What follows belongs to an exercise in optimizing a design on an open flow for small area; a production flow would make more cautious choices.
RTL that was checked went through simulation tests only; none was proved equivalent to the original.
No driver is modelled on the clock port, so clock power and skew are understated where the tree is cut down; a real chip needs a root buffer or a tree.
No activity file was given, so power comes from the tool's default toggle rates.

## old
Design remote_top, start of the top module:
module remote_top (input  logic       CLOCK_50,
                   input  logic       reset,
                   input  logic [3:0] KEY,
                   output logic       IR_LED);
  logic clk_38, cmd, ir_mod;
  clk_38k divider (.clk_50(CLOCK_50), .reset(reset), .clk_38(clk_38));
  samsung_command key_to_cmd (.clk(CLOCK_50), .reset(reset), .key3(KEY[3]), .cmd(cmd));
  samsung_protocol prot (.clk(CLOCK_50), .reset(reset), .cmd(cmd), .ir_mod(ir_mod));
  ir_drive ir_drv (.clk(clk_38), .mod(ir_mod), .ir_val(IR_LED));
endmodule
==> module clk_38k, before the edit <==
module clk_38k (input  logic clk_50,
                input  logic reset,
                output logic clk_38);
  localparam logic [9:0] LFSR_POL = 10'd682;
  logic [9:0] lfsr_q;
  wire  [9:0] lfsr = lfsr_q ^ LFSR_POL;
  wire term = (lfsr == 10'd414);
  always_ff @(posedge clk_50) begin
    if (reset) begin
      clk_38 <= 1'b1;
      lfsr_q <= (10'd341) ^ LFSR_POL;
    end else if (term) begin
      clk_38 <= ~clk_38;
      lfsr_q <= (clk_38 ? 10'd449 : 10'd341) ^ LFSR_POL;
    end else begin
      lfsr_q <= ({lfsr[8:0], lfsr[9] ^ lfsr[6]}) ^ LFSR_POL;
    end
  end
endmodule
==> module samsung_protocol, before the edit <==
module samsung_protocol (input  logic clk,
                         input  logic reset,
                         input  logic cmd,
                         output logic ir_mod);
  localparam logic [31:0] PATTERN = 32'he0e040bf;
  logic lead, stop;
  logic [4:0] idx;
  wire idle = stop & ~ir_mod;
  wire bitv = PATTERN[~idx];
  localparam logic [17:0] LFSR_POL = 18'd174762;
  logic [17:0] lfsr_q;
  wire  [17:0] lfsr = lfsr_q ^ LFSR_POL;
  wire term = (lfsr == 18'd142358);
  always_ff @(posedge clk) begin
    lfsr_q <= ({lfsr[16:0], lfsr[17] ^ lfsr[10]}) ^ LFSR_POL;
    if (reset) begin
      stop   <= 1'b1;
      ir_mod <= 1'b0;
    end else if (idle) begin
      if (cmd) begin
        ir_mod <= 1'b1;
        lead   <= 1'b1;
        stop   <= 1'b0;
        idx    <= 5'd0;
        lfsr_q <= (18'd234266) ^ LFSR_POL;
      end
    end else if (term) begin
      if (ir_mod) begin
        ir_mod <= 1'b0;
        lfsr_q <= (lead ? 18'd234266 : (bitv ? 18'd237336 : 18'd249230)) ^ LFSR_POL;
      end else begin
        ir_mod <= 1'b1;
        lfsr_q <= (18'd236316) ^ LFSR_POL;
        if (lead) lead <= 1'b0;
        else begin
          idx <= idx + 5'd1;
          if (&idx) stop <= 1'b1;
        end
      end
    end
  end
endmodule
clock: 20.0 ns
lec_check: 0
cap_margin: 20
core_margin: 2
core_utilization: 40
slew_margin: 20
standard.sh (not shown) runs the stock make flow with config.mk's settings and CLKGATE_MAP_FILE= SYNTH_SCRIPT=/design/flow/synth_recipe.tcl, a recipe that flattens the netlist after the stock synthesis.
==> flow/flow/run.sh <==
#!/bin/bash
# The standard layout (standard.sh: ORFS from synthesis to finish) with:
#  - a flat clock tree (clock_tree.tcl, run before CTS): a few clkbuf_8 leaf
#    buffers fed from the clock port, instead of TritonCTS's H-tree and
#    dummy loads;
#  - single-drive port buffers;
#  - power recovery (downsizing of non-critical gates) after global routing.
# Each tool's output is in the ORFS logs under orfs/logs/; standard.sh's
# whole output is in standard.log here.
HERE=$(cd "$(dirname "$0")" && pwd)
export PRE_CTS_TCL="$HERE/clock_tree.tcl"
export BUFFER_PORTS_ARGS="-buffer_cell sky130_fd_sc_hd__buf_1"
export RECOVER_POWER=100
bash standard.sh > standard.log 2>&1
Other scripts of this flow, unchanged in this note and not shown: flow/flow/clock_tree.tcl, flow/flow/clock_tree_params.tcl
The following lists how new was set up differently from old:
diff --git a/flow/design.v b/flow/design.v
--- a/flow/design.v
+++ b/flow/design.v
@@ -5,14 +5,14 @@
   localparam logic [9:0] LFSR_POL = 10'd682;
   logic [9:0] lfsr_q;
   wire  [9:0] lfsr = lfsr_q ^ LFSR_POL;
-  wire term = (lfsr == 10'd414);
+  wire term = (lfsr == 10'd348);
   always_ff @(posedge clk_50) begin
     if (reset) begin
       clk_38 <= 1'b1;
-      lfsr_q <= (10'd341) ^ LFSR_POL;
+      lfsr_q <= (10'd366) ^ LFSR_POL;
     end else if (term) begin
       clk_38 <= ~clk_38;
-      lfsr_q <= (clk_38 ? 10'd449 : 10'd341) ^ LFSR_POL;
+      lfsr_q <= (clk_38 ? 10'd302 : 10'd366) ^ LFSR_POL;
     end else begin
       lfsr_q <= ({lfsr[8:0], lfsr[9] ^ lfsr[6]}) ^ LFSR_POL;
     end
@@ -55,7 +55,7 @@
   localparam logic [17:0] LFSR_POL = 18'd174762;
   logic [17:0] lfsr_q;
   wire  [17:0] lfsr = lfsr_q ^ LFSR_POL;
-  wire term = (lfsr == 18'd142358);
+  wire term = (lfsr == 18'd40275);
   always_ff @(posedge clk) begin
     lfsr_q <= ({lfsr[16:0], lfsr[17] ^ lfsr[10]}) ^ LFSR_POL;
     if (reset) begin
@@ -67,15 +67,15 @@
         lead   <= 1'b1;
         stop   <= 1'b0;
         idx    <= 5'd0;
-        lfsr_q <= (18'd234266) ^ LFSR_POL;
+        lfsr_q <= (18'd82292) ^ LFSR_POL;
       end
     end else if (term) begin
       if (ir_mod) begin
         ir_mod <= 1'b0;
-        lfsr_q <= (lead ? 18'd234266 : (bitv ? 18'd237336 : 18'd249230)) ^ LFSR_POL;
+        lfsr_q <= (lead ? 18'd82292 : (bitv ? 18'd71672 : 18'd506)) ^ LFSR_POL;
       end else begin
         ir_mod <= 1'b1;
-        lfsr_q <= (18'd236316) ^ LFSR_POL;
+        lfsr_q <= (18'd1012) ^ LFSR_POL;
         if (lead) lead <= 1'b0;
         else begin
           idx <= idx + 5'd1;
## What came out
Sort old and new by share of the cycle needed by the critical path after routing asc -> top: new
new completed end to end with timing, DRC and antenna clean.
Worst hold slack on new is behind old.
Die area (new over old): decrease, 1.7%
Diff old -> new: combinational group share of total power increased by 2.0 points relative to the old numbers; routed wire length decreased by 3.0% relative to the old numbers; adder-cell share of the synthesized area decreased by 0.55 points relative to the old numbers; synthesized cell count increased by 1 relative to the old numbers; total area of multi-input combinational cells decreased by 5.2% relative to the old numbers.
Die height delta for new relative to old: 0.65 um lower
Share of final-layout standard cells stronger than drive strength 1 for new is lower than for old.
Arrival time reported for the critical path endpoint delta for new relative to old: 0.37 ns lower
For new, only the layout was checked, not whether the RTL still works. In every run of this note, the design's own scripts or RTL, not TritonCTS, make the clock network.

==> re-timing with driven ports <==
In the flow no input, the clock included, has a driving cell. The finished layouts below were timed again as built, in two steps. Step 1: set_driving_cell puts a clkbuf_16 on CLOCK_50 and a buf_2 on each other input, an assumption about the parent block. Step 2 adds t to the input delays and takes it off the output delays; t is the mean of the earliest and latest rising clock arrival at the registers after step 1. Input paths then give back, and output paths get back, about the clock's delay inside the block. a / b / c = no drivers / after step 1 / after step 2; a / b = the first two.
run | shift t [ns] | slack for setup (ns) | slew at the worst register clock pin (ns)
old | 0.203 | 14.563 / 14.578 / 14.375 | 0.09 / 0.09
new | 0.201 | 14.686 / 14.721 / 14.520 | 0.09 / 0.09
After both steps setup and hold are still met in every run listed. The setup slack of old, which loses most, moves by +0.015 ns with the drivers and by -0.188 ns with both steps.
